Context: an optimization exercise on an open-source flow, tuned for small area. The choices shown serve that exercise and are no tape-out recipe. The clock port is modelled as an ideal driver, which makes a skipped or thinned clock tree look cheaper than it is; a real chip needs a root buffer or a tree. Power and IR drop assume default switching activity.

==> flow/design.v (excerpt) <==
module Security_Top (input CLK,						 
							input RST,						 
							output XCLK,					 
							output BCLK,					 
							output DACLRCK,				 
							input Echo_Sig,				 
							output Trigger_Sig,			 
							output [13:0] Distance,		 
							output Sound_Data,			 
							output I2C_Data_Low,			 
							output I2C_Clock_Low);
For scale: ~310 cells after synthesis, about 0.0024 mm² of cells after synthesis.
export LEC_CHECK = 0
export CAP_MARGIN = 20
export CORE_MARGIN = 2
export CORE_UTILIZATION = 40
export SLEW_MARGIN = 20
create_clock -name core_clock -period 30.0 [get_ports {CLK}]
standard.sh (not shown) runs the stock make flow with config.mk's settings and CLKGATE_MAP_FILE= SYNTH_SCRIPT=/design/flow/synth_recipe.tcl, a recipe that flattens the netlist after the stock synthesis.
==> flow/flow/run.sh <==
#!/bin/bash
# Own layout flow: the standard synthesis, then the combinational logic
# between the registers is mapped again by ABC for area (the registers, their
# names and cell types stay as the standard synthesis made them), then
# the standard layout steps from floorplan to finish.
set -euo pipefail
W=$PWD
R=$W/orfs/results/$FLOW_PLATFORM/Security_Top/base
YOSYS=yosys
if [[ -x $FLOW_HOME/../tools/install/yosys/bin/yosys ]]; then YOSYS=$FLOW_HOME/../tools/install/yosys/bin/yosys; fi
LIB=$FLOW_HOME/platforms/$FLOW_PLATFORM/lib/sky130_fd_sc_hd__tt_025C_1v80.lib

MAKE_VARS=(
  "BUFFER_PORTS_ARGS=-buffer_cell sky130_fd_sc_hd__buf_1"
  "PRE_CTS_TCL=$W/flow/manual_cts.tcl"
  "MANUAL_CTS_NET=CLK"
  "MANUAL_CTS_BUF=sky130_fd_sc_hd__clkbuf_8"
  "MANUAL_CTS_N=4"
)

# 1. standard synthesis (netlist only)
bash standard.sh "$R/1_2_yosys.v" > "$W/1_standard_synth.log" 2>&1
cp "$R/1_2_yosys.v" "$W/standard_netlist.v"

# 2. area re-mapping of the combinational logic: several ABC runs (two
#    mappers, four seeds), keeping the smallest result
best=""
best_area=""
for batch in "1 2" "3 4"; do
  for seed in $batch; do
    for mapper in amap nf; do
      tag=${mapper}_$seed
      sed -e "s|@SEED@|$seed|g" "$W/flow/area_$mapper.abc" > "$W/area_$tag.abc"
      sed -e "s|@LIB@|$LIB|g" -e "s|@IN@|$W/standard_netlist.v|g" -e "s|@OUT@|$W/remapped_$tag.v|g" \
          -e "s|@SCRIPT@|$W/area_$tag.abc|g" -e "s|@TOP@|$FLOW_TOP|g" "$W/flow/remap.ys" > "$W/remap_$tag.ys"
      "$YOSYS" -s "$W/remap_$tag.ys" > "$W/2_remap_$tag.log" 2>&1 &
    done
  done
  wait
done
for log in "$W"/2_remap_*.log; do
  tag=${log##*/2_remap_}
  tag=${tag%.log}
  area=$(grep "Chip area for module" "$log" | tail -1 | awk '{print $NF}')
  [[ -n $area && -s $W/remapped_$tag.v ]] || continue
  if [[ -z $best_area ]] || awk -v a="$area" -v b="$best_area" 'BEGIN { exit !(a < b) }'; then
    best=$tag
    best_area=$area
  fi
done
echo "remap: kept $best, area $best_area" > "$W/2_remap_choice.log"
cp "$W/remapped_$best.v" "$R/1_2_yosys.v"
touch "$R/1_2_yosys.v"

# 3. standard layout from the remapped netlist
bash standard.sh "${MAKE_VARS[@]}" finish > "$W/3_layout.log" 2>&1
==> flow/flow/manual_cts.tcl <==
set block [ord::get_db_block]
set db [ord::get_db]
set clk_net [$block findNet $::env(MANUAL_CTS_NET)]
set master [$db findMaster $::env(MANUAL_CTS_BUF)]
set k $::env(MANUAL_CTS_N)

set sinks {}
foreach it [$clk_net getITerms] {
  set loc [[$it getInst] getLocation]
  lappend sinks [list $it [lindex $loc 0] [lindex $loc 1]]
}
set n [llength $sinks]
# initial centres: sinks spread along the sorted x order
set sorted [lsort -integer -index 1 $sinks]
set cx {}
set cy {}
for {set c 0} {$c < $k} {incr c} {
  set s [lindex $sorted [expr {int(($c + 0.5) * $n / $k)}]]
  lappend cx [lindex $s 1]
  lappend cy [lindex $s 2]
}
for {set iter 0} {$iter < 50} {incr iter} {
  set sumx [lrepeat $k 0]
  set sumy [lrepeat $k 0]
  set cnt [lrepeat $k 0]
  set assign {}
  foreach s $sinks {
    set best 0
    set bd -1
    for {set c 0} {$c < $k} {incr c} {
      set d [expr {abs([lindex $s 1] - [lindex $cx $c]) + abs([lindex $s 2] - [lindex $cy $c])}]
      if {$bd < 0 || $d < $bd} { set bd $d; set best $c }
    }
    lappend assign $best
    lset sumx $best [expr {[lindex $sumx $best] + [lindex $s 1]}]
    lset sumy $best [expr {[lindex $sumy $best] + [lindex $s 2]}]
    lset cnt $best [expr {[lindex $cnt $best] + 1}]
  }
  for {set c 0} {$c < $k} {incr c} {
    if {[lindex $cnt $c] > 0} {
      lset cx $c [expr {[lindex $sumx $c] / [lindex $cnt $c]}]
      lset cy $c [expr {[lindex $sumy $c] / [lindex $cnt $c]}]
    }
  }
}
set nets {}
for {set c 0} {$c < $k} {incr c} {
  set buf [odb::dbInst_create $block $master clkbuf_0_$c]
  set net [odb::dbNet_create $block clknet_0_$c]
  $net setSigType CLOCK
  [$buf findITerm X] connect $net
  $buf setLocation [lindex $cx $c] [lindex $cy $c]
  $buf setPlacementStatus PLACED
  lappend nets $net
  lappend bufs $buf
}
foreach s $sinks c $assign {
  set it [lindex $s 0]
  $it disconnect
  $it connect [lindex $nets $c]
}
foreach buf $bufs {
  [$buf findITerm A] connect $clk_net
}
global_connect
puts "manual CTS: $n clock sinks on $k [$master getName], cluster sizes $cnt"
proc clock_tree_synthesis { args } {
  set_propagated_clock [all_clocks]
}
Other scripts of this flow, unchanged in this note and not shown: flow/flow/area_amap.abc, flow/flow/area_nf.abc, flow/flow/remap.ys
The first run produced a clean layout.
Next try:
--- a/flow/flow/run.sh
+++ b/flow/flow/run.sh
@@ -18 +18 @@
-  "MANUAL_CTS_N=4"
+  "MANUAL_CTS_N=3"
The changed run passed the timing, design-rule and antenna checks; design area fell by 0.52%; power fell by 2.1%; maximum frequency went down by 0.60%; sequential power is about the same; area after synthesis stays the same.
No run of this note included a check of the RTL's function; only the layout flow was run. No run of this note takes its clock network from TritonCTS; it comes from the design's own scripts or RTL.

## re-timing with driven ports
The flow's constraints put no driver on any port. The routed layouts listed below were extracted and timed again, unchanged, in two steps.
Step 1: set_driving_cell puts a clkbuf_16 on CLK and a buf_2 on each other input, an assumption about the parent block.
Step 2 also shifts input and output timing later by t, the mid clock arrival at the registers, as if the neighbouring blocks saw the same clock.
Slacks: no drivers / after step 1 / after step 2; pairs: no drivers / after step 1.
run	t (ns)	setup slack, ns	worst setup path after step 2	worst register clock-pin slew, ns	cell pins on the clock port's net
the first run	0.204	22.004 / 21.944 / 22.148	register to output	0.10 / 0.10	4
the second run	0.215	21.955 / 21.906 / 22.121	register to output	0.12 / 0.12	3
After both steps every run listed still meets setup and hold.
